This is an optimization exercise on Yosys and OpenROAD, whose aim is a short achievable clock period and few clock cycles, not a production implementation.
Only simulation tests tie the RTL to the original design; equivalence was not proved.
Power figures rest on the tool's default switching activity, not on a simulated workload.

### design/flow/design.v
module y86_pipe (
    input clk,
    input rst,                   
    output [11:0] imem_addr,     
    input  [79:0] imem_data,     
    output [13:0] dmem_addr,     
    output [63:0] dmem_wdata,    
    output dmem_we,              
    input  [63:0] dmem_rdata,    
    output [1:0] stat            
);
localparam [3:0] I_HALT = 4'h0, I_NOP = 4'h1, I_CMOV = 4'h2, I_IRMOV = 4'h3,
                 I_RMMOV = 4'h4, I_MRMOV = 4'h5, I_OP = 4'h6, I_JXX = 4'h7,
                 I_CALL = 4'h8, I_RET = 4'h9, I_PUSH = 4'hA, I_POP = 4'hB;
localparam [3:0] RNONE = 4'hF, RSP = 4'h4;
function cond;
    input [3:0] fn;
    input [1:0] cc;              
    reg zf, lt;
    begin
        zf = cc[0]; lt = cc[1];
        case (fn)
        4'd0: cond = 1'b1;
        4'd1: cond = lt | zf;
        4'd2: cond = lt;
        4'd3: cond = zf;
        4'd4: cond = ~zf;
        4'd5: cond = ~lt;
        4'd6: cond = ~lt & ~zf;
        default: cond = 1'b0;
        endcase
    end
endfunction
reg [11:0] F_pc;
reg        F_bad;                
reg        D_valid;
reg [79:0] D_raw;
reg [11:0] D_pc;
reg        D_bad;
reg [12:0] D_pred;               
reg        D_predT;              
reg [3:0]  D_srcA, D_srcB, D_dstE, D_dstM;
reg [14:0] D_ohA, D_ohB;         
reg        D_xB, D_yA, D_yC, D_yM1, D_ci, D_sub, D_isJC, D_isJxx, D_isCall, D_isRet,
           D_isOP, D_isHalt, D_invalid, D_Adata;
reg [12:0] D_valP;
reg        E_valid;
reg [3:0]  E_icode, E_ifun, E_dstE, E_dstM;
reg [63:0] E_X, E_Y;             
reg        E_ci;                 
reg [63:0] E_A;                  
reg        E_Afwd;               
reg        E_exc;
reg [1:0]  E_stat;
reg [12:0] E_pred;
reg        M_valid;
reg [13:0] M_addr;
reg [63:0] M_wdata;
reg        M_we;
reg [63:0] M_valE;
reg [3:0]  M_dstE, M_dstM;
reg        M_isOP, M_isRet;
reg [1:0]  M_flags;
reg        M_exc;
reg [1:0]  M_stat;
reg [12:0] M_pred;
reg        W_valid;
reg [63:0] W_valE, W_valM;
reg [3:0]  W_dstE, W_dstM;
reg        W_isOP;
reg        W_mis;                
reg        W_bad;                
reg [1:0]  W_flags;
reg [1:0]  CC;                   
reg [1:0]  S_stat;               
reg        stop;                 
reg [63:0] regs [0:14];
reg [12:0] ras [0:7];
reg [2:0]  ras_sp;               
wire W_mismatch = W_mis;
wire [3:0] D_icode = D_raw[79:76];
wire [3:0] D_ifun  = D_raw[75:72];
wire [3:0] D_rA    = D_raw[71:68];
wire [3:0] D_rB    = D_raw[67:64];
wire [63:0] D_valC = D_isJC ? D_raw[71:8] : D_raw[63:0];
wire d_exc = D_bad | D_invalid | D_isHalt;
wire [1:0] d_stat = D_bad ? 2'd2 : D_invalid ? 2'd3 : D_isHalt ? 2'd1 : 2'd0;
wire dv   = D_valid & ~stop;             
wire dok  = dv & ~d_exc;                 
wire [3:0] d_srcA = D_srcA, d_srcB = D_srcB;
wire [63:0] e_valE;
wire [3:0]  e_dstE;
wire [1:0]  e_flags;
wire        E_isOP   = E_valid & (E_icode == I_OP);
wire        E_isLoad = E_valid & ((E_icode == I_MRMOV) | (E_icode == I_POP));
function [63:0] fwd;
    input [3:0] src;
    input [3:0] m_de;   input [63:0] m_ve;
    input [3:0] w_dm;   input [63:0] w_vm;
    input [3:0] w_de;   input [63:0] w_ve;
    input [63:0] rf;
    begin
        if (src == RNONE)       fwd = 64'd0;
        else if (src == m_de)   fwd = m_ve;
        else if (src == w_dm)   fwd = w_vm;
        else if (src == w_de)   fwd = w_ve;
        else                    fwd = rf;
    end
endfunction
reg [63:0] rfA, rfB;
integer ri;
always @(*) begin
    rfA = 64'd0;
    rfB = 64'd0;
    for (ri = 0; ri < 15; ri = ri + 1) begin
        rfA = rfA | (regs[ri] & {64{D_ohA[ri]}});
        rfB = rfB | (regs[ri] & {64{D_ohB[ri]}});
    end
end
wire d_eA = (d_srcA != RNONE) & (d_srcA == e_dstE);
wire d_eB = (d_srcB != RNONE) & (d_srcB == e_dstE);
wire d_mA = (d_srcA != RNONE) & ~d_eA & (d_srcA == M_dstM);
wire d_mB = (d_srcB != RNONE) & ~d_eB & (d_srcB == M_dstM);
wire [63:0] d_oA = fwd(d_srcA, M_dstE, M_valE, W_dstM, W_valM, W_dstE, W_valE, rfA);
wire [63:0] d_oB = fwd(d_srcB, M_dstE, M_valE, W_dstM, W_valM, W_dstE, W_valE, rfB);
wire d_sub = D_sub, d_xB = D_xB, d_yA = D_yA, d_yC = D_yC, d_yM1 = D_yM1, d_ci = D_ci;
wire d_aP  = D_isCall;
wire [63:0] x_o = d_xB ? d_oB : 64'd0;
wire [63:0] y_o = d_yA ? (d_oA ^ {64{d_sub}}) : d_yC ? D_valC : {64{d_yM1}};
wire [63:0] a_o = d_aP ? {51'd0, D_valP} : d_oA;
wire [63:0] x_n, y_n, a_n;
fwd_sel u_selx (.sel_e(d_xB & d_eB), .sel_m(d_xB & d_mB), .inv(1'b0),
                .e_val(e_valE), .m_val(dmem_rdata), .other(x_o), .out(x_n));
fwd_sel u_sely (.sel_e(d_yA & d_eA), .sel_m(d_yA & d_mA), .inv(d_sub),
                .e_val(e_valE), .m_val(dmem_rdata), .other(y_o), .out(y_n));
fwd_sel u_sela (.sel_e(~d_aP & d_eA), .sel_m(~d_aP & d_mA), .inv(1'b0),
                .e_val(e_valE), .m_val(dmem_rdata), .other(a_o), .out(a_n));
wire [1:0] cc_E = M_isOP ? M_flags : W_isOP ? W_flags : CC;      
wire [1:0] cc_D;                                                 
wire d_jmp      = dok & D_isJxx;
wire d_taken, d_mispred;
br_check u_brchk (.e_flags(e_flags), .e_op(E_isOP), .cc_e(cc_E), .fn(D_ifun), .jmp(d_jmp),
                  .pred(D_predT), .cc(cc_D), .taken(d_taken), .mispred(d_mispred));
wire D_tgt_bad  = |D_raw[71:20];
wire [12:0] d_redir = d_taken ? {D_tgt_bad, D_valC[11:0]} : D_valP;
wire d_Adata    = D_Adata;
wire d_lA       = E_isLoad & (E_dstM != RNONE) & (E_dstM == d_srcA);
wire lu_hazard  = (d_lA & ~d_Adata) | (E_isLoad & (E_dstM != RNONE) & (E_dstM == d_srcB));
wire d_replay   = dok & lu_hazard;
wire d_advance  = dv & ~d_replay & ~W_mismatch & ~rst;
assign imem_addr = F_pc;
wire d_call = dok & D_isCall;
wire d_ret  = dok & D_isRet;
wire [12:0] ras_top = d_call ? D_valP :
                      d_ret  ? ras[ras_sp - 3'd2] : ras[ras_sp - 3'd1];
wire D_wentT = D_isCall | D_predT;
wire f_bad = F_bad | (dok & D_isJC & D_wentT & D_tgt_bad);
wire f_cc_known = ~(dok & D_isOP);
wire [15:0] f_tk;
genvar gk;
generate
    for (gk = 0; gk < 16; gk = gk + 1) begin : tk
        assign f_tk[gk] = ~f_cc_known | cond(gk, cc_D);
    end
endgenerate
wire        f_ovr = rst | W_mismatch | d_mispred | d_replay;
wire [12:0] f_ovr_val = rst        ? 13'd0 :
                        W_mismatch ? {W_bad, W_valM[11:0]} :
                        d_mispred  ? d_redir : {D_bad, D_pc};
wire [12:0] f_p1  = {1'b0, F_pc} + 13'd1;
wire [12:0] f_p2  = {1'b0, F_pc} + 13'd2;
wire [12:0] f_p9  = {1'b0, F_pc} + 13'd9;
wire [12:0] f_p10 = {1'b0, F_pc} + 13'd10;
wire [12:0] f_next;      
wire        f_taken;
fetch_next u_fnext (
    .icode(imem_data[79:76]), .ifun(imem_data[75:72]), .tgt(imem_data[19:8]),
    .p1(f_p1), .p2(f_p2), .p9(f_p9), .p10(f_p10),
    .bad(f_bad), .ras_top(ras_top), .tk(f_tk),
    .ovr(f_ovr), .ovr_val(f_ovr_val),
    .next(f_next), .taken(f_taken)
);
always @(posedge clk) begin
    F_pc  <= f_next[11:0];
    F_bad <= f_next[12];
end
wire [3:0] f_ic = imem_data[79:76];
wire [3:0] f_fn = imem_data[75:72];
wire [3:0] f_rA = imem_data[71:68];
wire [3:0] f_rB = imem_data[67:64];
reg [3:0] f_srcA, f_srcB, f_dstE, f_dstM;
reg [12:0] f_valP;
always @(*) begin
    f_srcA = RNONE; f_srcB = RNONE; f_dstE = RNONE; f_dstM = RNONE;
    case (f_ic)
    I_CMOV:  begin f_srcA = f_rA; f_dstE = f_rB; end
    I_IRMOV: begin f_dstE = f_rB; end
    I_RMMOV: begin f_srcA = f_rA; f_srcB = f_rB; end
    I_MRMOV: begin f_srcB = f_rB; f_dstM = f_rA; end
    I_OP:    begin f_srcA = f_rA; f_srcB = f_rB; f_dstE = f_rB; end
    I_CALL:  begin f_srcB = RSP; f_dstE = RSP; end
    I_RET:   begin f_srcA = RSP; f_srcB = RSP; f_dstE = RSP; end
    I_PUSH:  begin f_srcA = f_rA; f_srcB = RSP; f_dstE = RSP; end
    I_POP:   begin f_srcA = RSP; f_srcB = RSP; f_dstE = RSP; f_dstM = f_rA; end
    default: ;
    endcase
    case (f_ic)
    I_CMOV, I_OP, I_PUSH, I_POP: f_valP = f_p2;
    I_IRMOV, I_RMMOV, I_MRMOV:   f_valP = f_p10;
    I_JXX, I_CALL:               f_valP = f_p9;
    default:                     f_valP = f_p1;
    endcase
end
wire [14:0] f_ohA, f_ohB;
genvar go;
generate
    for (go = 0; go < 15; go = go + 1) begin : oh
        assign f_ohA[go] = (f_srcA == go);
        assign f_ohB[go] = (f_srcB == go);
    end
endgenerate
always @(posedge clk) begin
    D_valid <= ~(rst | W_mismatch | d_mispred | d_replay);
    D_raw   <= imem_data;
    D_srcA  <= f_srcA;
    D_srcB  <= f_srcB;
    D_dstE  <= f_dstE;
    D_dstM  <= f_dstM;
    D_ohA   <= f_ohA;
    D_ohB   <= f_ohB;
    D_valP  <= f_valP;
    D_sub   <= (f_ic == I_OP) & (f_fn[1:0] == 2'd1);
    D_xB    <= (f_ic == I_OP) | (f_ic == I_RMMOV) | (f_ic == I_MRMOV) |
               (f_ic == I_CALL) | (f_ic == I_RET) | (f_ic == I_PUSH) | (f_ic == I_POP);
    D_yA    <= (f_ic == I_OP) | (f_ic == I_CMOV);
    D_yC    <= (f_ic == I_RMMOV) | (f_ic == I_MRMOV) | (f_ic == I_IRMOV);
    D_yM1   <= (f_ic == I_CALL) | (f_ic == I_PUSH);
    D_ci    <= ((f_ic == I_OP) & (f_fn[1:0] == 2'd1)) | (f_ic == I_RET) | (f_ic == I_POP);
    D_isJC  <= (f_ic == I_JXX) | (f_ic == I_CALL);
    D_isJxx <= (f_ic == I_JXX);
    D_isCall <= (f_ic == I_CALL);
    D_isRet <= (f_ic == I_RET);
    D_isOP  <= (f_ic == I_OP);
    D_isHalt <= (f_ic == I_HALT);
    D_invalid <= (f_ic > I_POP);
    D_Adata <= (f_ic == I_RMMOV) | (f_ic == I_PUSH);
    D_pc    <= F_pc;
    D_bad   <= f_bad;
    D_pred  <= ras_top;
    D_predT <= f_taken;
end
always @(posedge clk) begin
    if (rst)
        ras_sp <= 3'd0;
    else if (d_advance & d_call) begin
        ras[ras_sp] <= D_valP;
        ras_sp <= ras_sp + 3'd1;
    end else if (d_advance & d_ret)
        ras_sp <= ras_sp - 3'd1;
end
always @(posedge clk) begin
    if (rst | W_mismatch)
        stop <= 1'b0;
    else if (d_advance & d_exc)
        stop <= 1'b1;
end
always @(posedge clk) begin
    if (rst | W_mismatch | ~d_advance)
        E_valid <= 1'b0;
    else
        E_valid <= 1'b1;
    E_icode <= d_exc ? I_NOP : D_icode;
    E_ifun  <= D_ifun;
    E_dstE  <= (d_advance & ~d_exc) ? D_dstE : RNONE;
    E_dstM  <= (d_advance & ~d_exc) ? D_dstM : RNONE;
    E_X     <= x_n;
    E_Y     <= y_n;
    E_ci    <= d_ci;
    E_A     <= a_n;
    E_Afwd  <= d_lA & d_Adata;
    E_exc   <= d_exc;
    E_stat  <= d_stat;
    E_pred  <= D_pred;
end
wire [63:0] e_sum;
wire        e_co;
ks_add64 u_add (.a(E_X), .b(E_Y), .ci(E_ci), .s(e_sum), .co(e_co));
wire [63:0] e_and = E_X & E_Y;
wire [63:0] e_xor = E_X ^ E_Y;
wire        e_logic = (E_icode == I_OP) & E_ifun[1];
assign e_valE = e_logic ? (E_ifun[0] ? e_xor : e_and) : e_sum;
wire [63:0] e_or = E_X | E_Y;
wire z_sum = ~|(e_xor ^ {e_or[62:0], E_ci});
wire e_zf = e_logic ? (E_ifun[0] ? ~|e_xor : ~|e_and) : z_sum;
wire e_lt = e_logic ? (E_ifun[0] ? e_xor[63] : e_and[63]) : (E_X[63] ^ E_Y[63] ^ e_co);
assign e_flags = {e_lt, e_zf};
wire e_cnd = cond(E_ifun, cc_E);
assign e_dstE = (E_icode == I_CMOV && !e_cnd) ? RNONE : E_dstE;
wire e_isMem   = (E_icode == I_RMMOV) | (E_icode == I_MRMOV) | (E_icode == I_CALL) |
                 (E_icode == I_RET) | (E_icode == I_PUSH) | (E_icode == I_POP);
wire e_isStore = (E_icode == I_RMMOV) | (E_icode == I_CALL) | (E_icode == I_PUSH);
wire e_useX    = (E_icode == I_RET) | (E_icode == I_POP);   
wire [63:0] e_addr = e_useX ? E_X : e_sum;
wire e_fault = e_isMem & (|e_addr[63:14]);
wire block_store = (M_valid & M_exc) | (S_stat != 2'd0);
wire [63:0] e_wdata;
late_sel u_selw (.sel(E_Afwd), .inv(1'b0), .late(dmem_rdata), .other(E_A), .out(e_wdata));
wire m_we_pre = ~(rst | W_mismatch | ~E_valid) & e_isStore & ~e_fault & ~E_exc & ~block_store;
wire m_ret    = M_isRet & ~rst & ~W_mismatch;
wire m_we_n, w_mis_n, m_hibad;
ret_check u_rchk (.rdata(dmem_rdata), .pred(M_pred), .is_ret(m_ret), .we_pre(m_we_pre),
                  .we(m_we_n), .mis(w_mis_n), .hibad(m_hibad));
always @(posedge clk) begin
    if (rst | W_mismatch | ~E_valid) begin
        M_valid <= 1'b0;
        M_dstE  <= RNONE;
        M_dstM  <= RNONE;
        M_isOP  <= 1'b0;
        M_isRet <= 1'b0;
        M_exc   <= 1'b0;
    end else begin
        M_valid <= 1'b1;
        M_dstE  <= e_dstE;
        M_dstM  <= E_dstM;
        M_isOP  <= (E_icode == I_OP);
        M_isRet <= (E_icode == I_RET) & ~e_fault;
        M_exc   <= E_exc | e_fault;
    end
    M_we    <= m_we_n;
    M_addr  <= e_addr[13:0];
    M_wdata <= e_wdata;
    M_valE  <= e_valE;
    M_flags <= e_flags;
    M_stat  <= E_exc ? E_stat : 2'd2;
    M_pred  <= E_pred;
end
assign dmem_addr  = M_addr;
assign dmem_wdata = M_wdata;
assign dmem_we    = M_we;
always @(posedge clk) begin
    if (rst | W_mismatch | ~M_valid) begin
        W_valid <= 1'b0;
        W_dstE  <= RNONE;
        W_dstM  <= RNONE;
        W_isOP  <= 1'b0;
    end else begin
        W_valid <= 1'b1;
        W_dstE  <= M_dstE;
        W_dstM  <= M_dstM;
        W_isOP  <= M_isOP;
    end
    W_mis   <= w_mis_n;
    W_valE  <= M_valE;
    W_valM  <= dmem_rdata;
    W_bad   <= m_hibad;
    W_flags <= M_flags;
end
always @(posedge clk) begin
    if (rst)
        S_stat <= 2'd0;
    else if (S_stat == 2'd0 && !W_mismatch) begin
        if (M_valid && M_exc)
            S_stat <= M_stat;
        else if (E_valid && (E_exc || e_fault) && !M_isRet)
            S_stat <= E_exc ? E_stat : 2'd2;
    end
end
assign stat = S_stat;
always @(posedge clk) begin
    if (rst)
        CC <= 2'b00;
    else if (W_isOP)
        CC <= W_flags;
end
always @(posedge clk) begin
    if (W_dstE != RNONE && W_dstE != W_dstM)
        regs[W_dstE] <= W_valE;
    if (W_dstM != RNONE)
        regs[W_dstM] <= W_valM;
end
endmodule
module fetch_next (
    input  [3:0]  icode,
    input  [3:0]  ifun,
    input  [11:0] tgt,
    input  [12:0] p1, p2, p9, p10,   
    input         bad,
    input  [12:0] ras_top,
    input  [15:0] tk,
    input         ovr,
    input  [12:0] ovr_val,
    output [12:0] next,
    output        taken
);
    assign taken = tk[ifun];
    wire to_tgt = (icode == 4'h8) | ((icode == 4'h7) & taken);
    reg [12:0] seq;
    always @(*) begin
        case (icode)
        4'h2, 4'h6, 4'hA, 4'hB: seq = p2;
        4'h3, 4'h4, 4'h5:       seq = p10;
        4'h7:                   seq = p9;
        4'h9:                   seq = ras_top;
        default:                seq = p1;
        endcase
    end
    assign next = ovr ? ovr_val :
                  to_tgt ? {bad, tgt} : {seq[12] | bad, seq[11:0]};
endmodule
module br_check (
    input  [1:0] e_flags,
    input        e_op,
    input  [1:0] cc_e,
    input  [3:0] fn,
    input        jmp,
    input        pred,
    output [1:0] cc,
    output       taken,
    output       mispred
);
    assign cc = e_op ? e_flags : cc_e;
    wire zf = cc[0], lt = cc[1];
    reg t;
    always @(*) begin
        case (fn)
        4'd0: t = 1'b1;
        4'd1: t = lt | zf;
        4'd2: t = lt;
        4'd3: t = zf;
        4'd4: t = ~zf;
        4'd5: t = ~lt;
        4'd6: t = ~lt & ~zf;
        default: t = 1'b0;
        endcase
    end
    assign taken = t;
    assign mispred = jmp & (t != pred);
endmodule
module fwd_sel (
    input         sel_e,
    input         sel_m,
    input         inv,
    input  [63:0] e_val,
    input  [63:0] m_val,
    input  [63:0] other,
    output [63:0] out
);
    assign out = sel_e ? (e_val ^ {64{inv}}) : sel_m ? (m_val ^ {64{inv}}) : other;
endmodule
module late_sel (
    input         sel,
    input         inv,
    input  [63:0] late,
    input  [63:0] other,
    output [63:0] out
);
    assign out = sel ? (late ^ {64{inv}}) : other;
endmodule
module ret_check (
    input  [63:0] rdata,
    input  [12:0] pred,
    input         is_ret,
    input         we_pre,
    output        we,
    output        mis,
    output        hibad
);
    wire differ = rdata != {51'd0, pred};
    assign mis   = is_ret & differ;
    assign we    = we_pre & ~(is_ret & differ);
    assign hibad = |rdata[63:12];
endmodule
module ks_add64 (input [63:0] a, input [63:0] b, input ci, output [63:0] s, output co);
    wire [63:0] p0 = a ^ b;
    wire [64:0] g [0:7];
    wire [64:0] p [0:7];
    assign g[0] = {a & b, ci};
    assign p[0] = {p0, 1'b0};
    genvar l, i;
    generate
        for (l = 0; l < 7; l = l + 1) begin : lvl
            for (i = 0; i < 65; i = i + 1) begin : bt
                if (i >= (1 << l)) begin : pg
                    assign g[l+1][i] = g[l][i] | (p[l][i] & g[l][i - (1 << l)]);
                    assign p[l+1][i] = p[l][i] & p[l][i - (1 << l)];
                end else begin : ps
                    assign g[l+1][i] = g[l][i];
                    assign p[l+1][i] = p[l][i];
                end
            end
        end
    endgenerate
    wire [64:0] c = g[7];        
    assign s  = p0 ^ c[63:0];
    assign co = c[64];
endmodule
### design/flow/flow/run.sh
#!/bin/bash
set -uo pipefail
cd "$(dirname "$0")/.."
MARGIN=$(cat flow/margin.txt)
bash standard.sh \
    SETUP_SLACK_MARGIN="$MARGIN" \
    MATCH_CELL_FOOTPRINT=0 \
    "BUFFER_PORTS_ARGS=-buffer_cell sky130_fd_sc_hd__buf_6" \
    finish > flow_standard.log 2>&1
status=$?
exit $status
### design/flow/flow/margin.txt
19.5
### design/flow/standard.sh
#!/bin/bash
# synth_recipe.tcl (not shown) runs the flow's synth.tcl, then flattens the netlist and writes it again
# the make line also repeats each setting of config.mk as NAME=value (left out here)
make -C /OpenROAD-flow-scripts/flow DESIGN_CONFIG=/design/flow/config.mk WORK_HOME=/design/flow/orfs CLKGATE_MAP_FILE= SYNTH_SCRIPT=/design/flow/synth_recipe.tcl "${@:-finish}"
### design/flow/config.mk
export PLATFORM = sky130hd
export DESIGN_NAME = y86_pipe
export DESIGN_NICKNAME = y86_pipe
export VERILOG_FILES = /design/flow/design.v
export SDC_FILE = /design/flow/constraint.sdc
export NUM_CORES = 4
export LEC_CHECK = 0
export CAP_MARGIN = 20
export CORE_MARGIN = 2
export CORE_UTILIZATION = 50
export SLEW_MARGIN = 20
export SYNTH_HIERARCHICAL = 1
### design/flow/constraint.sdc
create_clock -name core_clock -period 26.0 [get_ports {clk}]
set_input_delay 5.2000 -clock core_clock [delete_from_list [all_inputs] [get_ports {clk}]]
set_output_delay 5.2000 -clock core_clock [all_outputs]
set_load 0.01 [all_outputs]
==> flow_summary_export.csv, run 1 <==
group,metric,value,unit
logic_synthesis,syn_area,98800,sq um
timing,fin_crit,6.66,ns
cells_and_area,design_area,110000,sq um
logic_synthesis,synthTopCellsByCount,"1064 x edfxtp_1, 977 x mux2_2, 742 x dfxtp_1, 661 x a22oi_1, 554 x clkbuf_1",
cts,htree_levels,4,
setup_path,critPathSlowestCell,"dfxtp_2",
grt,antenna_found_initial,24,
floorplanning,coreArea,197000,sq um
logic_synthesis,async_flop_share,0,
logic_synthesis,synth_seq_cells,1806,
cts,clock_sinks,1806,
setup_path,cp.arrival,1.46,ns
detailed_routing,dr.pass1.iters,13,
placement,dpl_cell_area,103000,sq um
detailed_routing,drtIter0Drc,16300,
cells_and_area,area_delta_synth_final,11.1,%
floorplanning,num_io_pins,239,
setup_path,cp_max_fo,2,
logic_synthesis,synth.largest_area_cell,"edfxtp_1",
logic_synthesis,synth.area.top_cells,"edfxtp_1 32%, dfxtp_1 15%, mux2_2 11%",
cells_and_area,layoutNonFillerInstCount,11400,
cts,cts_buffers,200,
setup_path,reg2reg_slack,19.62,ns
logic_synthesis,yosys_warnings,10,
grt,grt_pass1_vias,81900,
timing,slew_headroom,0.142,
timing,fin_tns_setup,0,ns
grt,gr-usage-all-layers,0.452,
floorplanning,die_w,449,microns
placement,portBuffers,238,
pwr,p_leak,0.0388,uW
timing,finalSetupViolations,0,
logic_synthesis,ys_seq_area_frac,0.474,
timing,clock-skew-final,0.0596,ns
timing,worst_pin_slew,1.29,ns
setup_path,cp-end-kind,"primary output",
detailed_routing,wl_per_cell,41.6,microns
cts,cts_root_buf,"clkbuf_16",
cells_and_area,nets,8923,
detailed_routing,ant_nets,0,
placement,placedCellCount,11000,
cells_and_area,drive_above_1_share,0.238,
placement,routabilityCongestion,1.05,
detailed_routing,vias,86200,
grt,overflow,0,
detailed_routing,drc,0,
hold_path,hp-class,"reg -> reg",
pwr,vdd.ir_drop.worst,0.0000748,V
logic_synthesis,syn_inst,8837,
detailed_routing,via_per_inst,7.56,
cts,clock_latency,0.90,ns
logic_synthesis,yosysMostFrequentCell,"edfxtp_1",
cts,clk_path_buf_depth,3,
setup_path,crit_family,"flip-flops",
detailed_routing,wl,474,mm
timing,fin_crit_sh,0.256,
cts,cts_tree,"built",
timing,rsz0062_at_grt,"true",
floorplanning,fp-row-count,163,
cts,clk_pin_slew_worst_paths,0.06,ns
logic_synthesis,yosys.area.top_type_share,0.323,
timing,fmax,0.150,GHz
grt,grt_pass1_wl,647,mm
run_status,status,"complete, no violations",
setup_path,required,20.80,ns
timing,slew_viol_final,0,
setup_path,critPathKind,"reg -> out",
setup_path,startpoint_type,"flip-flop",
floorplanning,die_h,449,microns
logic_synthesis,synth_edf_count,1064,
flow_run,cap_violations,0,
logic_synthesis,synthFlopType,"edfxtp_1",
placement,dp_hpwl,296,mm
timing,final-hold-violation-count,0,
floorplanning,initial_utilization,0.502,
floorplanning,dieArea,201000,sq um
logic_synthesis,synth.distinct_cells,101,
pwr,power_density,89.1,nW/um^2
setup_path,crit_path_cell_trace,"buf_12 -> buf_6",
grt,grt_start_max_net_pins,129,
setup_path,critPathMaxStageDelay,0.33,ns
logic_synthesis,syn_avg_cell_area,11.2,sq um
setup_path,critPathBufInv,2,
[state kept, by name, indices dropped and copies added, names as in the netlist, 64 cells and up]
signal   count
ras        104
E_Y         64
W_valE      64
W_valM      64
E_X         64
M_wdata     64
D_raw       80
E_A         64
M_valE      64
regs       960
[worst paths after layout]
path               from            to  cells past startpoint
max             F_pc[6]  imem_addr[6]                      2
min          D_pred[10]    E_pred[10]                      0
max reg2reg      E_X[0]          M_we                     18
min reg2reg  D_pred[10]    E_pred[10]                      0
[report_power, final]
part	switching (uW)	total, uW	internal [uW]
sequential	592	4140	3540
clock	1270	2940	1670
combinational	1510	2700	1190
total	3380	9780	6410
[modules after synthesis (local to each module, per instance)]
| module | cells | times used | cell area (sq um) |
|---|---|---|---|
| late_sel | 213 | 1 | 1290 |
| ret_check | 40 | 1 | 295 |
| br_check | 19 | 1 | 140 |
| y86_pipe | 7097 | 1 | 86200 |
| fwd_sel | 249 | 3 | 1990 |
| fetch_next | 175 | 1 | 1240 |
| ks_add64 | 546 | 1 | 3730 |
[logic make-up (layout without fill, tap and decap cells)]
logic type,after synthesis,in the layout,share of synthesized area
AOI/OAI and AO/OA,2678,2678,0.203
DFF,1806,1806,0.474
and+or+nand+nor,1571,1572,0.0818
muxes,1210,1210,0.142
buffers and inverters,1082,982,0.0487
xor gates and xnor gates,288,288,0.0257
adders and majority gates,200,200,0.0254
other,2,23,0.0000760
[layer usage]
layer | global-route usage | wire length, microns
met2 | 0.653 | 196000
met5 | 0 | 166
met3 | 0.135 | 63800
met4 | 0.364 | 48000
met1 | 0.560 | 166000
[timing repair]
item	CTS	global route
setup buffers	17	0
pin swaps	1	2
resized for setup	100	24
cloned	0	1
endpoints found under the setup margin	205	88
hold buffers	0	0
[per-stage QoR]
step                      worst slack [ns]  power (uW)  hold slack [ns]   util
after global placement               18.23        6680            0.310  0.522
after floorplan                      19.39        5540            0.310      -
after CTS                            19.31        9640            0.326  0.557
after global routing                 19.32       10000            0.332  0.558
final                                19.34        9780            0.325  0.558
after detailed placement             18.15        6730            0.312  0.522
[cell type report]
class	instances	area (sq um)
Inverter	188	707
Antenna cell	15	37.5
Clock buffer	255	5430
Tap cell	2640	3300
Timing Repair Buffer	425	4140
Clock inverter	114	1220
Fill cell	16600	87000
Sequential cell	1806	47100
Multi-Input combinational cell	5956	47900
[cell usage in the layout (no fill, tap or decap), types with 179 or more instances in the layout]
cell	Yosys	layout
buf_4	10	179
a32o_1	189	189
buf_6	32	239
mux2_2	977	976
o21ai_0	288	276
edfxtp_1	1064	1064
nand4_1	197	197
a221o_1	190	190
o22ai_1	274	270
inv_1	183	183
ha_1	199	199
a21oi_1	283	279
nand2_1	234	231
xnor2_1	183	183
clkbuf_16	0	204
nor2_1	494	482
a22oi_1	661	660
dfxtp_1	742	617
Testbench counts, summed over its fixed seeds: cycles 20,707.
==> inputs of run 2 (changes only) <==
--- a/design/flow/design.v
+++ b/design/flow/design.v
@@ -148,7 +148,7 @@
 wire lu_hazard  = (d_lA & ~d_Adata) | (E_isLoad & (E_dstM != RNONE) & (E_dstM == d_srcB));
 wire d_replay   = dok & lu_hazard;
 wire d_advance  = dv & ~d_replay & ~W_mismatch & ~rst;
-assign imem_addr = F_pc;
+assign imem_addr = F_pco;
 wire d_call = dok & D_isCall;
 wire d_ret  = dok & D_isRet;
 wire [12:0] ras_top = d_call ? D_valP :
@@ -180,6 +180,11 @@
     .ovr(f_ovr), .ovr_val(f_ovr_val),
     .next(f_next), .taken(f_taken)
 );
+reg [11:0] F_pco;
+always @(posedge clk) begin
+    if (rst) F_pco <= 12'd0;
+    else     F_pco <= f_next[11:0];
+end
 always @(posedge clk) begin
     F_pc  <= f_next[11:0];
     F_bad <= f_next[12];
==> run 2 against run 1 <==
  * Maximum frequency rose by 1.4%
  * Clock power fell by 2%
  * Sequential share of layout area rose by 0.27 points
  * Final cell count rose by 0.25%
  * Non-clock buffer count rose by 45
  * Final area fell by 0.12%
  * Sequential power barely moved
  * Core utilization rose by 0.39 points
  * Synthesized cell count barely moved
  * Clock skew fell by 0.018 ns
  * Critical endpoint is now dmem_wdata[12]
  * Largest cell class unchanged
  * Largest power group unchanged
  * Highest routed layer unchanged
==> flow_summary_export.csv, run 2 <==
group,metric,value,unit
setup_path,crit_family,"flip-flops",
cells_and_area,area_delta_synth_final,11.7,%
cts,clk_pin_slew_worst_paths,0.07,ns
floorplanning,num_io_pins,239,
hold_path,hp-class,"reg -> reg",
placement,dp_hpwl,303,mm
logic_synthesis,synthTopCellsByCount,"1064 x edfxtp_1, 976 x mux2_2, 754 x dfxtp_1, 658 x a22oi_1, 623 x clkbuf_1",
detailed_routing,vias,86400,
detailed_routing,ant_nets,0,
cells_and_area,mostFrequentLayoutCell,"edfxtp_1",
pwr,power_density,88.4,nW/um^2
setup_path,critPathMaxStageDelay,0.38,ns
logic_synthesis,synthSimpleGateAreaFrac,0.0750,
timing,finalSetupViolations,0,
timing,fin_tns_setup,0,ns
logic_synthesis,synthXorXnorAreaFrac,0.0315,
cells_and_area,largestRegisters,"regs x960, ras x104, D_raw x80",
timing,holdWs,0.315,ns
logic_synthesis,ys_seq_area_frac,0.479,
cells_and_area,nets,8974,
grt,antenna_found_initial,19,
timing,worst_pin_slew,1.35,ns
logic_synthesis,synth_mux_area_frac,0.143,
detailed_routing,wl_per_cell,41.7,microns
setup_path,reg2reg_slack,19.60,ns
logic_synthesis,synth.area.top_cells,"edfxtp_1 33%, dfxtp_1 15%, mux2_2 11%",
logic_synthesis,synth_seq_cells,1818,
cells_and_area,largest-register,"regs",
timing,setup_ws,19.43,ns
logic_synthesis,yosys.area_share.adder,0.0255,
timing,fin_crit_sh,0.253,
pwr,switching_share,0.348,
detailed_routing,wl,476,mm
timing,rsz0062_at_grt,"true",
setup_path,critPathBufInv,1,
flow_run,cap_violations,0,
pwr,p_switching,3370,uW
grt,grt_pass1_wl,647,mm
setup_path,cp.arrival,1.37,ns
logic_synthesis,synth_compound_area_frac,0.201,
pwr,combPwrFrac,0.279,
floorplanning,die_w,447,microns
cells_and_area,drive_above_1_share,0.237,
grt,gr-usage-all-layers,0.460,
logic_synthesis,syn_avg_cell_area,11.1,sq um
timing,slew_headroom,0.0924,
logic_synthesis,yosys_warnings,10,
floorplanning,initial_utilization,0.503,
detailed_routing,via_per_inst,7.56,
cts,clk_path_buf_depth,3,
logic_synthesis,synth_edf_count,1064,
pwr,pwr-share-clk,0.297,
placement,portBuffers,238,
grt,grt_start_max_net_pins,76,
logic_synthesis,yosys.area.top_type_share,0.325,
detailed_routing,drc,0,
cts,clock_sinks,1818,
logic_synthesis,synth.largest_area_cell,"edfxtp_1",
floorplanning,fp-row-count,162,
cts,cts_buffers,198,
grt,grt_pass1_vias,81900,
placement,routabilityCongestion,1.07,
logic_synthesis,async_flop_share,0,
placement,place_ws,18.12,ns
setup_path,critPathSlowestCell,"dfxtp_4",
setup_path,critPathKind,"reg -> out",
detailed_routing,dr.pass1.iters,14,
placement,dpl_cell_area,103000,sq um
grt,overflow,0,
cts,clock_latency,0.89,ns
logic_synthesis,syn_area,98200,sq um
timing,final-hold-violation-count,0,
timing,slew_viol_final,0,
timing,fin_crit,6.57,ns
pwr,vdd.ir_drop.worst,0.0000885,V
cells_and_area,mostFrequentLayoutCells,"1064 x edfxtp_1, 975 x mux2_2, 658 x a22oi_1, 629 x dfxtp_1, 429 x nand2_1",
setup_path,cp_max_fo,1,
cells_and_area,largest_register_ffs,960,
logic_synthesis,synthFlopType,"edfxtp_1",
cts,cts_root_buf,"clkbuf_16",
pwr,p_leak,0.0395,uW
setup_path,required,20.80,ns
cts,htree_levels,4,
floorplanning,coreArea,195000,sq um
setup_path,startpoint_type,"flip-flop",
timing,fmax,0.152,GHz
timing,clock-skew-final,0.0413,ns
floorplanning,die_h,447,microns
detailed_routing,drtIter0Drc,16600,
cells_and_area,design_area,110000,sq um
pwr,seqPwrFrac,0.424,
cts,cts_tree,"built",
run_status,status,"complete, no violations",
logic_synthesis,synth.distinct_cells,98,
setup_path,crit_path_cell_trace,"buf_6",
cts,ctsHoldBuffers,0,
setup_path,cp-end-kind,"primary output",
floorplanning,dieArea,200000,sq um
logic_synthesis,syn_inst,8841,
logic_synthesis,synth_top_family_by_area,"compound AO/OA/AOI/OAI gates",
pwr,p_int,6330,uW
logic_synthesis,yosysMostFrequentCell,"edfxtp_1",
-- run 2: changes by cell type after synthesis, sizes merged, moves of 59 or more --
cell,before,now
buf,328,266
xnor2,185,251
nor2,501,366
a211oi,87,153
nor4,107,170
nor3,114,53
o21ai,310,369
clkbuf,563,624
nand4,199,134
a211o,66,2
o31a,65,1
nand2,235,432
-- run 2: layout make-up --
type / instances / area, sq um
clock buffer: 264 / 5530
tap: 2624 / 3280
sequential: 1818 / 47300
clock inverter: 106 / 981
multi-input combinational: 5959 / 47500
inverter: 181 / 683
antenna: 6 / 15.0
fill: 16500 / 85500
timing repair buffer: 470 / 4440
-- run 2: power groups by stage --
stage	Clock (uW)	Sequential (uW)	Combinational (uW)
5_1_grt	2990	4130	2810
2_1_floorplan	0	3790	1710
4_1_cts	2880	4090	2600
6_report	2890	4110	2710
3_5_place_dp	0	4140	2580
3_3_place_gp	0	4130	2540
-- run 2: logic make-up (layout without fill, tap and decap cells) --
logic type,Yosys count,after routing
AO/OA/AOI/OAI,2673,2673
XOR/XNOR,353,353
adder cells (fa/ha/maj),200,200
buffers and inverters,1071,1021
flip-flops,1818,1818
multiplexers,1210,1210
other,2,14
AND/OR/NAND/NOR,1514,1515
-- run 2: stage by stage --
| step | util | instances | total power (uW) |
|---|---|---|---|
| floorplan | - | 8847 | 5490 |
| global placement | 0.526 | 11000 | 6670 |
| detailed placement | 0.526 | 11000 | 6720 |
| CTS | 0.561 | 11400 | 9560 |
| global route | 0.562 | 11400 | 9930 |
| finish | 0.562 | 11400 | 9700 |
-- run 2: per-module statistics from Yosys, one instance, submodules excluded --
module | copies in the design | flip-flops and latches | area (sq um) | cells inside
fetch_next | 1 | 0 | 1240 | 175
late_sel | 1 | 0 | 1290 | 213
ks_add64 | 1 | 0 | 3730 | 546
ret_check | 1 | 0 | 295 | 40
y86_pipe | 1 | 1818 | 85600 | 7101
fwd_sel | 3 | 0 | 1990 | 249
br_check | 1 | 0 | 140 | 19
-- run 2: worst paths after layout --
kind	startpoint	to	cells past startpoint
max	M_wdata[12]	dmem_wdata[12]	1
min	E_pred[3]	M_pred[3]	0
max reg2reg	E_X[0]	M_we	17
min reg2reg	E_pred[3]	M_pred[3]	0
-- run 2: what timing repair did --
action / CTS / global route
cloned: 1 / 0
buffers inserted: 3 / 6
pin swaps: 5 / 11
gates resized for setup: 99 / 19
endpoints found under the setup margin: 122 / 116
-- run 2: metal layers --
metal	vias to the layer above	share of wire	global-route usage
met5	-	0.00014	0
met4	10	0.095	0.354
met3	2036	0.14	0.129
met2	7898	0.42	0.667
met1	42200	0.35	0.581
li1	34300	-	-
Testbench counts of run 2, summed over its fixed seeds: cycles 20,707.
==> inputs of run 3 (changes only) <==
--- a/design/flow/config.mk
+++ b/design/flow/config.mk
@@ -7,6 +7,8 @@
 export LEC_CHECK = 0
 export CAP_MARGIN = 20
 export CORE_MARGIN = 2
-export CORE_UTILIZATION = 50
+export CORE_UTILIZATION = 55
+export CTS_CLUSTER_DIAMETER = 80
+export CTS_CLUSTER_SIZE = 30
 export SLEW_MARGIN = 20
 export SYNTH_HIERARCHICAL = 1
==> run 3 against run 2 <==
  * Clock skew up 0.025 ns
  * Clock-buffer cell count down 141
  * Sequential share of layout area up 1.1 points
  * Total power down 7.8%
  * First-iteration DRC count up 6.2%
  * Still clean
  * Global-route usage up 2.0 points
==> flow_summary_export.csv, run 3 <==
group,metric,value,unit
run_status,status,"complete, no violations",
grt,grt_start_max_net_pins,85,
logic_synthesis,synthFlopType,"edfxtp_1",
hold_path,hold_path_end,"M_pred[7]",
hold_path,hold_depth,0,
flow_run,cap_violations,0,
detailed_routing,dr.pass1.iters,13,
logic_synthesis,synthTopCellsByCount,"1064 x edfxtp_1, 976 x mux2_2, 754 x dfxtp_1, 658 x a22oi_1, 623 x clkbuf_1",
logic_synthesis,syn_area,98200,sq um
grt,gr-usage-all-layers,0.481,
floorplanning,dieArea,182000,sq um
detailed_routing,drtIter0Drc,17600,
logic_synthesis,yosys_warnings,10,
setup_path,r2r-end,"F_pco[5]",
floorplanning,die_w,427,microns
grt,overflow,0,
pwr,p_total,8950,uW
hold_path,hp-class,"reg -> reg",
detailed_routing,wl_per_cell,41.1,microns
timing,final-hold-violation-count,0,
floorplanning,die_h,427,microns
placement,dpl_cell_area,102000,sq um
setup_path,critPathKind,"reg -> out",
placement,dp_hpwl,287,mm
cells_and_area,largest_register_ffs,960,
logic_synthesis,synth_seq_cells,1818,
detailed_routing,drc,0,
cts,cts_tree,"built",
cts,clock_latency,0.87,ns
setup_path,startpoint_type,"flip-flop",
cells_and_area,mostFrequentLayoutCells,"1064 x edfxtp_1, 975 x mux2_2, 658 x a22oi_1, 635 x dfxtp_1, 429 x nand2_1",
cts,htree_levels,3,
floorplanning,coreArea,178000,sq um
timing,clock-skew-final,0.0660,ns
cells_and_area,design_area,107000,sq um
logic_synthesis,ys_seq_area_frac,0.479,
setup_path,crit_family,"flip-flops",
logic_synthesis,syn_inst,8841,
detailed_routing,via_per_inst,7.81,
logic_synthesis,synth.distinct_cells,98,
floorplanning,fp-row-count,155,
setup_path,required,20.80,ns
timing,fmax,0.152,GHz
detailed_routing,wl,453,mm
logic_synthesis,synth.area.top_cells,"edfxtp_1 33%, dfxtp_1 15%, mux2_2 11%",
setup_path,cp-end-kind,"primary output",
timing,slew_headroom,0.0805,
cells_and_area,nFillCells,14600,
logic_synthesis,async_flop_share,0,
cts,clk_path_buf_depth,3,
cells_and_area,largestRegisters,"regs x960, ras x104, D_raw x80",
floorplanning,num_io_pins,239,
cells_and_area,seqCellArea,47300,sq um
setup_path,reg2reg_slack,19.43,ns
setup_path,worst-r2r-cell-count,22,
cells_and_area,area_delta_synth_final,8.98,%
setup_path,critPathSlowestCell,"dfxtp_4",
timing,fin_crit_sh,0.253,
placement,routabilityCongestion,1.05,
cts,cts_buffers,113,
setup_path,cp_max_fo,1,
cts,cts_root_buf,"clkbuf_16",
pwr,vdd.ir_drop.worst,0.0000727,V
cts,clk_pin_slew_worst_paths,0.10,ns
timing,fin_tns_setup,0,ns
logic_synthesis,synth.largest_area_cell,"edfxtp_1",
timing,finalSetupViolations,0,
grt,grt_pass1_vias,80900,
timing,holdWs,0.332,ns
detailed_routing,ant_nets,0,
cells_and_area,largest-register,"regs",
setup_path,cp.arrival,1.38,ns
cells_and_area,mostFrequentLayoutCell,"edfxtp_1",
setup_path,cp-startpoint,"F_pco[9]",
placement,portBuffers,238,
hold_path,hp-start,"E_pred[7]",
cells_and_area,drive_above_1_share,0.228,
floorplanning,initial_utilization,0.552,
setup_path,critPathMaxStageDelay,0.40,ns
pwr,p_leak,0.0383,uW
grt,grt_pass1_wl,621,mm
cts,clock_sinks,1818,
cells_and_area,multiInputGateArea,47400,sq um
setup_path,critPathBufInv,1,
logic_synthesis,yosysMostFrequentCell,"edfxtp_1",
timing,fin_crit,6.58,ns
cells_and_area,nets,8880,
logic_synthesis,syn_avg_cell_area,11.1,sq um
timing,rsz0062_at_grt,"true",
timing,worst_pin_slew,1.37,ns
logic_synthesis,yosys.area.top_type_share,0.325,
setup_path,crit_path_cell_trace,"buf_6",
setup_path,r2r_start,"E_X[43]",
detailed_routing,vias,86000,
pwr,power_density,83.6,nW/um^2
logic_synthesis,synth_edf_count,1064,
timing,slew_viol_final,0,
grt,antenna_found_initial,27,
==> run 3: stage by stage <==
step / setup slack (ns) / utilization / instances
after floorplan: 19.27 / - / 8847
after detailed placement: 18.10 / 0.575 / 10800
after CTS: 19.38 / 0.600 / 11000
after global routing: 19.39 / 0.601 / 11000
after global placement: 18.05 / 0.575 / 10800
final: 19.42 / 0.601 / 11000
==> run 3: area by class of cell <==
| cell class | count | share of cell area |
|---|---|---|
| antenna | 14 | 0.000327 |
| clock buffer | 123 | 0.0275 |
| inverter | 181 | 0.00635 |
| tap | 2355 | 0.0275 |
| timing repair buffer | 462 | 0.0410 |
| sequential | 1818 | 0.442 |
| clock inverter | 93 | 0.0127 |
| multi-input combinational | 5958 | 0.443 |
==> run 3: worst max path at each step <==
| stage | end | slack [ns] | cells after the start |
|---|---|---|---|
| 5_1_grt | imem_addr[9] | 19.39 | 1 |
| 4_1_cts | imem_addr[9] | 19.38 | 1 |
| 3_3_place_gp | W_mis | 18.05 | 5 |
| 2_1_floorplan | F_pco[10] | 19.27 | 7 |
| 6_report | imem_addr[9] | 19.42 | 1 |
| 3_5_place_dp | W_mis | 18.10 | 5 |
==> run 3: cell families after synthesis <==
logic type	after synthesis	synth area share
buffers and inverters	1071	0.0454
other	2	0.0000764
XOR/XNOR	353	0.0315
multiplexers	1210	0.143
adder cells (fa/ha/maj)	200	0.0255
flip-flops	1818	0.479
AO/OA/AOI/OAI	2673	0.201
AND/OR/NAND/NOR	1514	0.0750
==> run 3: power by group <==
part	internal [uW]	total, uW	switching (uW)
clock	958	2180	1230
combinational	1170	2650	1480
sequential	3540	4110	571
total	5670	8950	3280
==> run 3: modules after synthesis (local to each module, per instance) <==
module / flops+latches / cells / cell area (sq um)
y86_pipe: 1818 / 7101 / 85600
ks_add64: 0 / 546 / 3730
fwd_sel: 0 / 249 / 1990
late_sel: 0 / 213 / 1290
fetch_next: 0 / 175 / 1240
ret_check: 0 / 40 / 295
br_check: 0 / 19 / 140
==> run 3: metal layers <==
layer / track usage / routed length (microns) / up-vias
li1: - / - / 34000
met4: 0.371 / 44900 / 22
met3: 0.150 / 65600 / 2111
met1: 0.603 / 155000 / 41600
met5: 0 / 149 / -
met2: 0.689 / 187000 / 8256
==> run 3: what timing repair did <==
item | CTS | global route
setup endpoints to repair | 95 | 105
pin swaps | 2 | 5
hold buffers | 0 | 0
buffers inserted | 5 | 5
gates resized for setup | 78 | 34
endpoints found under the hold margin | 0 | 0
==> inputs of run 4 (changes only) <==
--- a/design/flow/design.v
+++ b/design/flow/design.v
@@ -142,7 +142,7 @@
 br_check u_brchk (.e_flags(e_flags), .e_op(E_isOP), .cc_e(cc_E), .fn(D_ifun), .jmp(d_jmp),
                   .pred(D_predT), .cc(cc_D), .taken(d_taken), .mispred(d_mispred));
 wire D_tgt_bad  = |D_raw[71:20];
-wire [12:0] d_redir = d_taken ? {D_tgt_bad, D_valC[11:0]} : D_valP;
+wire [12:0] d_redir = D_predT ? D_valP : {D_tgt_bad, D_valC[11:0]};
 wire d_Adata    = D_Adata;
 wire d_lA       = E_isLoad & (E_dstM != RNONE) & (E_dstM == d_srcA);
 wire lu_hazard  = (d_lA & ~d_Adata) | (E_isLoad & (E_dstM != RNONE) & (E_dstM == d_srcB));
@@ -257,13 +257,16 @@
 always @(posedge clk) begin
     if (rst)
         ras_sp <= 3'd0;
-    else if (d_advance & d_call) begin
-        ras[ras_sp] <= D_valP;
+    else if (d_advance & d_call)
         ras_sp <= ras_sp + 3'd1;
-    end else if (d_advance & d_ret)
+    else if (d_advance & d_ret)
         ras_sp <= ras_sp - 3'd1;
 end
 always @(posedge clk) begin
+    if (d_call & ~d_replay & ~W_mismatch)
+        ras[ras_sp] <= D_valP;
+end
+always @(posedge clk) begin
     if (rst | W_mismatch)
         stop <= 1'b0;
     else if (d_advance & d_exc)
@@ -306,7 +309,9 @@
 wire e_isStore = (E_icode == I_RMMOV) | (E_icode == I_CALL) | (E_icode == I_PUSH);
 wire e_useX    = (E_icode == I_RET) | (E_icode == I_POP);   
 wire [63:0] e_addr = e_useX ? E_X : e_sum;
-wire e_fault = e_isMem & (|e_addr[63:14]);
+wire [14:0] e_lo  = {1'b0, E_X[13:0]} + {1'b0, E_Y[13:0]};
+wire e_hi_zero = (e_xor[14] == e_lo[14]) & ~|(e_xor[63:15] ^ e_or[62:14]);
+wire e_fault = e_isMem & (e_useX ? |E_X[63:14] : ~e_hi_zero);
 wire block_store = (M_valid & M_exc) | (S_stat != 2'd0);
 wire [63:0] e_wdata;
 late_sel u_selw (.sel(E_Afwd), .inv(1'b0), .late(dmem_rdata), .other(E_A), .out(e_wdata));
--- a/design/flow/config.mk
+++ b/design/flow/config.mk
@@ -7,8 +7,6 @@
 export LEC_CHECK = 0
 export CAP_MARGIN = 20
 export CORE_MARGIN = 2
-export CORE_UTILIZATION = 55
-export CTS_CLUSTER_DIAMETER = 80
-export CTS_CLUSTER_SIZE = 30
+export CORE_UTILIZATION = 50
 export SLEW_MARGIN = 20
 export SYNTH_HIERARCHICAL = 1
==> run 4 against run 3 <==
  * Still clean on timing, DRC and antenna
  * Die area grew 9.9%
  * Area after synthesis is essentially flat
  * Core utilization shrank 4.2 points
  * Sequential power is essentially flat
  * Clock-buffer cell count grew 141
  * Non-clock buffer count shrank 8
  * Worst hold slack lost 0.0075 ns
  * Final cell count grew 3.1%
  * Largest cell class is now sequential cells
  * Highest routed layer unchanged
==> flow_summary_export.csv, run 4 <==
group,metric,value,unit
logic_synthesis,synth_seq_cells,1818,
floorplanning,initial_utilization,0.503,
timing,setup_ws,19.43,ns
grt,grt_start_max_net_pins,129,
hold_path,hp-class,"reg -> reg",
setup_path,cp_max_fo,1,
floorplanning,num_io_pins,239,
timing,finalSetupViolations,0,
setup_path,crit_family,"flip-flops",
setup_path,startpoint_type,"flip-flop",
logic_synthesis,ys_seq_area_frac,0.479,
detailed_routing,wl,469,mm
cts,cts_buffers,199,
setup_path,critPathSlowestCell,"dfxtp_4",
cells_and_area,fin_util,0.560,
logic_synthesis,yosysMostFrequentCell,"edfxtp_1",
detailed_routing,via_per_inst,7.55,
timing,fin_crit,6.57,ns
detailed_routing,drtIter0Drc,16600,
detailed_routing,vias,85600,
setup_path,cp-end-kind,"primary output",
pwr,p_leak,0.0386,uW
setup_path,cp.arrival,1.37,ns
setup_path,crit_path_cell_trace,"buf_6",
grt,grt_pass1_wl,642,mm
timing,fin_crit_sh,0.253,
cells_and_area,nets,8880,
placement,portBuffers,238,
cts,htree_levels,4,
timing,worst_pin_slew,1.34,ns
logic_synthesis,async_flop_share,0,
floorplanning,die_h,447,microns
detailed_routing,wl_per_cell,41.4,microns
timing,rsz0062_at_grt,"true",
pwr,power_density,88.2,nW/um^2
logic_synthesis,synth.distinct_cells,105,
cts,cts_tree,"built",
cts,clk_pin_slew_worst_paths,0.06,ns
cells_and_area,drive_above_1_share,0.227,
logic_synthesis,yosys_warnings,10,
logic_synthesis,syn_inst,8767,
timing,fmax,0.152,GHz
cells_and_area,largest_register_ffs,960,
grt,grt_pass1_vias,81200,
cells_and_area,largestRegisters,"regs x960, ras x104, D_raw x80",
timing,slew_viol_final,0,
run_status,status,"complete, no violations",
setup_path,critPathBufInv,1,
cells_and_area,largest-register,"regs",
timing,fin_tns_setup,0,ns
cts,cts_root_buf,"clkbuf_16",
logic_synthesis,synth.largest_area_cell,"edfxtp_1",
cells_and_area,mostFrequentLayoutCell,"edfxtp_1",
grt,antenna_found_initial,20,
floorplanning,die_w,447,microns
placement,dp_hpwl,298,mm
timing,final-hold-violation-count,0,
logic_synthesis,syn_avg_cell_area,11.2,sq um
detailed_routing,drc,0,
logic_synthesis,synthTopCellsByCount,"1064 x edfxtp_1, 921 x mux2_2, 754 x dfxtp_1, 531 x clkbuf_1, 429 x nor2_1",
logic_synthesis,synth_edf_count,1064,
detailed_routing,ant_nets,0,
logic_synthesis,synthFlopType,"edfxtp_1",
setup_path,required,20.80,ns
timing,clock-skew-final,0.0367,ns
cts,clock_latency,0.88,ns
floorplanning,dieArea,200000,sq um
setup_path,critPathMaxStageDelay,0.37,ns
floorplanning,fp-row-count,162,
flow_run,cap_violations,0,
cells_and_area,mostFrequentLayoutCells,"1064 x edfxtp_1, 921 x mux2_2, 625 x dfxtp_1, 427 x nor2_1, 400 x nand2_1",
setup_path,critPathKind,"reg -> out",
logic_synthesis,syn_area,98300,sq um
cts,clk_path_buf_depth,3,
cells_and_area,area_delta_synth_final,11.2,%
grt,overflow,0,
cts,ctsHoldBuffers,0,
logic_synthesis,yosys.area.top_type_share,0.325,
placement,routabilityCongestion,1.06,
floorplanning,coreArea,195000,sq um
pwr,vdd.ir_drop.worst,0.0000700,V
placement,place_ws,18.32,ns
timing,slew_headroom,0.0958,
detailed_routing,dr.pass1.iters,13,
grt,gr-usage-all-layers,0.456,
cts,clock_sinks,1818,
logic_synthesis,synth.area.top_cells,"edfxtp_1 33%, dfxtp_1 15%, mux2_2 11%",
-- run 4: changes by cell type after synthesis, moves of 59 or more --
cell / delta
a22oi_1: -379
a22o_1: +189
a221oi_1: +185
buf_2: +101
clkbuf_1: -92
o21ai_0: -83
nor4_1: -71
a21oi_1: +69
nor2_1: +69
a21o_1: -66
o22ai_1: +64
and4_1: +59
-- run 4: cell families after synthesis --
logic type               after synthesis  synth area share
AO/OA/AOI/OAI                       2618             0.201
XOR/XNOR                             289            0.0258
adder cells (fa/ha/maj)              200            0.0255
buffers and inverters               1071            0.0469
flip-flops                          1818             0.479
multiplexers                        1226             0.144
other                                  2         0.0000764
AND/OR/NAND/NOR                     1543            0.0776
-- run 4: per-layer routing --
metal / share of wire / GRT usage / vias to the layer above
met5: 0.00014 / 0 / -
met1: 0.35 / 0.572 / 41900
li1: - / - / 34200
met2: 0.42 / 0.655 / 7648
met4: 0.095 / 0.356 / 10
met3: 0.13 / 0.134 / 1888
-- run 4: power by group --
| group | switching [uW] | internal (uW) |
|---|---|---|
| sequential | 562 | 3550 |
| clock | 1250 | 1650 |
| combinational | 1480 | 1140 |
| total | 3300 | 6340 |
-- run 4: final timing paths --
kind / slack (ns) / to / cells past startpoint / from
max: 19.43 / imem_addr[4] / 1 / F_pco[4]
min: 0.32 / M_pred[6] / 0 / E_pred[6]
max reg2reg: 19.81 / F_pco[5] / 23 / E_X[3]
min reg2reg: 0.32 / M_pred[6] / 0 / E_pred[6]
-- run 4: modules after synthesis, one instance, submodules excluded --
module | flops+latches | cells | area [sq um]
y86_pipe | 1818 | 7027 | 85600
ks_add64 | 0 | 546 | 3730
fwd_sel | 0 | 249 | 1990
late_sel | 0 | 213 | 1290
fetch_next | 0 | 175 | 1240
ret_check | 0 | 40 | 295
br_check | 0 | 19 | 140
-- run 4: area by class of cell --
| type | count | area (sq um) |
|---|---|---|
| well taps | 2624 | 3280 |
| repair buffers | 454 | 4330 |
| diodes | 12 | 30.0 |
| multi-input cells | 5884 | 47100 |
| clock buffers | 264 | 5480 |
| clock inverters | 107 | 1030 |
| fillers | 16600 | 85900 |
| inverters | 177 | 668 |
| flip-flops and latches | 1818 | 47300 |
-- run 4: metrics by stage --
stage	area [sq um]	std cells	hold slack [ns]	power (uW)
6_report	109000	11300	0.324	9640
5_1_grt	109000	11300	0.323	9880
4_1_cts	109000	11300	0.324	9510
3_5_place_dp	102000	10900	0.312	6650
3_3_place_gp	102000	10900	0.311	6600
2_1_floorplan	98400	8773	0.310	5480
-- run 4: repair_timing --
| action | CTS | global route |
|---|---|---|
| setup endpoints to repair | 121 | 125 |
| buffers inserted | 2 | 10 |
| pin swaps | 0 | 4 |
| gates resized for setup | 94 | 15 |
Testbench counts of run 4, summed over its fixed seeds: cycles 20,707.
==> inputs of run 5 (changes only) <==
==> design/flow/flow/run.sh (replaced) <==
#!/bin/bash
set -uo pipefail
cd "$(dirname "$0")/.."
MARGIN=$(cat flow/margin.txt)
bash standard.sh \
    SETUP_SLACK_MARGIN="$MARGIN" \
    MATCH_CELL_FOOTPRINT=0 \
    "BUFFER_PORTS_ARGS=-buffer_cell sky130_fd_sc_hd__buf_8" \
    finish > flow_standard.log 2>&1
status=$?
exit $status
==> design/flow/flow/margin.txt (replaced) <==
19.7
==> run 5 against run 4 <==
  * Still clean
  * Final cell count barely moved
  * Setup slack got worse by 0.029 ns
  * Area after synthesis did not move
  * Clock power barely moved
  * Core utilization rose by 0.50 points
  * Combinational power rose by 3%
  * Register-to-register slack improved by 0.21 ns
  * Critical endpoint is now dmem_wdata[40]
  * Flip-flop and latch count did not move
  * Critical path depth did not move
  * Synthesized cell count did not move
  * First-iteration DRC count rose by 3.7%
  * Clock skew rose by 0.014 ns
==> flow_summary_export.csv, run 5 <==
group,metric,value,unit
floorplanning,fp-row-count,162,
logic_synthesis,syn_inst,8767,
logic_synthesis,synth_edf_count,1064,
timing,slew_viol_final,0,
setup_path,critPathKind,"reg -> out",
hold_path,hp-start,"E_pred[10]",
cts,cts_buffers,197,
detailed_routing,vias,85900,
setup_path,cp-end-kind,"primary output",
timing,fin_crit_sh,0.254,
hold_path,hold_path_end,"M_pred[10]",
cells_and_area,nets,8878,
logic_synthesis,synth.largest_area_cell,"edfxtp_1",
floorplanning,die_h,447,microns
detailed_routing,dr.pass1.iters,10,
timing,rsz0062_at_grt,"true",
cells_and_area,multiInputGateArea,47200,sq um
pwr,power_density,88.4,nW/um^2
logic_synthesis,yosys_warnings,10,
placement,dp_hpwl,300,mm
logic_synthesis,synthFlopType,"edfxtp_1",
grt,overflow,0,
detailed_routing,wl,480,mm
cts,clock_latency,0.90,ns
setup_path,crit_family,"flip-flops",
logic_synthesis,syn_avg_cell_area,11.2,sq um
detailed_routing,via_per_inst,7.57,
timing,holdWs,0.308,ns
setup_path,required,20.80,ns
cells_and_area,area_delta_synth_final,12.2,%
logic_synthesis,yosys.area.top_type_share,0.325,
setup_path,cp_max_fo,1,
setup_path,critPathSlowestCell,"dfxtp_2",
cells_and_area,nFillCells,16400,
detailed_routing,wl_per_cell,42.3,microns
cells_and_area,seqCellArea,47300,sq um
setup_path,cp.arrival,1.40,ns
timing,fmax,0.152,GHz
logic_synthesis,async_flop_share,0,
run_status,status,"complete, no violations",
hold_path,hold_depth,0,
cts,clk_path_buf_depth,3,
cells_and_area,largest-register,"regs",
cts,htree_levels,4,
timing,clock-skew-final,0.0511,ns
pwr,vdd.ir_drop.worst,0.0000841,V
timing,slew_headroom,0.0750,
grt,gr-usage-all-layers,0.465,
logic_synthesis,yosysMostFrequentCell,"edfxtp_1",
cells_and_area,mostFrequentLayoutCell,"edfxtp_1",
hold_path,hp-class,"reg -> reg",
floorplanning,num_io_pins,239,
cells_and_area,drive_above_1_share,0.227,
timing,fin_tns_setup,0,ns
detailed_routing,drtIter0Drc,17200,
logic_synthesis,syn_area,98300,sq um
setup_path,cp.depth,1,
setup_path,reg2reg_slack,20.02,ns
timing,finalSetupViolations,0,
timing,fin_crit,6.60,ns
detailed_routing,drc,0,
setup_path,critPathBufInv,1,
cells_and_area,largest_register_ffs,960,
cts,cts_root_buf,"clkbuf_16",
cts,cts_tree,"built",
floorplanning,dieArea,200000,sq um
setup_path,r2r_start,"E_Y[10]",
placement,portBuffers,238,
grt,grt_start_max_net_pins,129,
cells_and_area,largestRegisters,"regs x960, ras x104, D_raw x80",
placement,routabilityCongestion,1.06,
pwr,p_leak,0.0389,uW
timing,worst_pin_slew,1.37,ns
logic_synthesis,synthTopCellsByCount,"1064 x edfxtp_1, 921 x mux2_2, 754 x dfxtp_1, 531 x clkbuf_1, 429 x nor2_1",
setup_path,crit_path_cell_trace,"buf_8",
cells_and_area,mostFrequentLayoutCells,"1064 x edfxtp_1, 919 x mux2_2, 622 x dfxtp_1, 424 x nor2_1, 400 x nand2_1",
logic_synthesis,ys_seq_area_frac,0.479,
cts,clock_sinks,1818,
logic_synthesis,synth_seq_cells,1818,
grt,antenna_found_initial,24,
logic_synthesis,synth.distinct_cells,105,
setup_path,worst-r2r-cell-count,24,
cts,ctsHoldBuffers,0,
floorplanning,coreArea,195000,sq um
detailed_routing,ant_nets,0,
floorplanning,die_w,447,microns
flow_run,cap_violations,0,
setup_path,startpoint_type,"flip-flop",
timing,final-hold-violation-count,0,
cts,clk_pin_slew_worst_paths,0.06,ns
setup_path,critPathMaxStageDelay,0.33,ns
floorplanning,initial_utilization,0.503,
logic_synthesis,synth.area.top_cells,"edfxtp_1 33%, dfxtp_1 15%, mux2_2 11%",
grt,grt_pass1_vias,81700,
grt,grt_pass1_wl,651,mm
setup_path,r2r-end,"F_pco[0]",
[run 5: cell type report]
| cell class | count | area share |
|---|---|---|
| antenna | 19 | 0.000431 |
| clock buffer | 272 | 0.0489 |
| multi-input combinational | 5884 | 0.428 |
| sequential | 1818 | 0.429 |
| timing repair buffer | 454 | 0.0473 |
| inverter | 177 | 0.00606 |
| clock inverter | 99 | 0.0102 |
| tap | 2624 | 0.0298 |
[run 5: where the power goes]
group	internal, uW	total, uW	switching (uW)	leakage, uW
combinational	1200	2710	1520	0.0198
sequential	3550	4120	572	0.0160
clock	1640	2910	1260	0.00316
[run 5: per-stage QoR]
step	std cells	utilization	power (uW)	cell area, sq um	setup slack (ns)
5_1_grt	11300	0.565	9980	110000	19.40
2_1_floorplan	8773	-	5480	98400	19.22
3_5_place_dp	11000	0.529	6730	103000	18.33
4_1_cts	11300	0.564	9600	110000	19.39
6_report	11300	0.565	9740	110000	19.40
3_3_place_gp	10900	0.529	6690	103000	18.35
[run 5: worst max-delay path by stage]
stage / endpoint / slack [ns] / from
after floorplan: F_pco[10] / 19.22 / rst
after global placement: W_mis / 18.35 / dmem_rdata[38]
after detailed placement: W_mis / 18.33 / dmem_rdata[38]
after CTS: dmem_we / 19.39 / M_we
after global routing: dmem_wdata[40] / 19.40 / M_wdata[40]
final: dmem_wdata[40] / 19.40 / M_wdata[40]
[run 5: Yosys stat by module, one instance, submodules excluded, a selection]
module	flip-flops and latches	cells inside	copies in the design	area, sq um
y86_pipe	1818	7027	1	85600
br_check	0	19	1	140
ks_add64	0	546	1	3730
late_sel	0	213	1	1290
ret_check	0	40	1	295
fwd_sel	0	249	3	1990
[run 5: metal layers]
metal  up-vias  wire [microns]  GRT usage
met5         -              71          0
met4        12           47000      0.368
met3      2048           65800      0.139
met2      7854          198000      0.668
met1     41800          168000      0.582
li1      34200               -          -
[run 5: kinds of logic (layout without fill, tap and decap cells)]
logic type	count (synthesis)	after routing	share of synthesized area
compound gates	2618	2618	0.201
flops	1818	1818	0.479
simple gates	1543	1543	0.0776
mux	1226	1226	0.144
buf+inv	1071	1002	0.0469
xor+xnor	289	289	0.0258
fa+ha+maj	200	200	0.0255
other cells	2	27	0.0000764
[run 5: what timing repair did]
item,4_1_cts,5_1_grt
setup buffers,5,1
pin swaps,2,2
gates resized for setup,115,12
endpoints found under the setup margin,132,128

static timing again, ports no longer ideal:
How much do the figures lean on ideal ports? The routed layouts below were timed once more, with nothing changed but the port constraints.
Step 1 (the two cells are an assumption about what drives the block):
set clk [get_ports {clk}]
set_driving_cell -lib_cell sky130_fd_sc_hd__clkbuf_16 $clk
set_driving_cell -lib_cell sky130_fd_sc_hd__buf_2 [delete_from_list [all_inputs] $clk]
Step 2, shift: input delay + t, output delay - t, t = (earliest + latest rising clock arrival at the registers) / 2. This alone moves slack from input paths to output paths.
Three values: ideal, step 1, step 2; two values: the first two.
| run | t (ns) | setup slack, ns | hold WS [ns] | cell pins on the clock port's net |
|---|---|---|---|---|
| run 1 | 0.964 | 19.337 / 19.240 / 18.664 | 0.325 / 0.325 / 0.325 | 1 |
| run 2 | 0.967 | 19.431 / 19.336 / 18.611 | 0.315 / 0.315 / 0.315 | 1 |
| run 3 | 0.925 | 19.418 / 19.325 / 18.635 | 0.332 / 0.332 / 0.332 | 1 |
| run 4 | 0.952 | 19.430 / 19.341 / 18.685 | 0.324 / 0.324 / 0.324 | 1 |
| run 5 | 0.968 | 19.402 / 19.311 / 18.790 | 0.308 / 0.308 / 0.308 | 1 |
After both steps setup and hold are still met in every run listed. For run 2, which loses most, drivers alone change the setup slack by -0.095 ns; drivers and shift together by -0.820 ns.
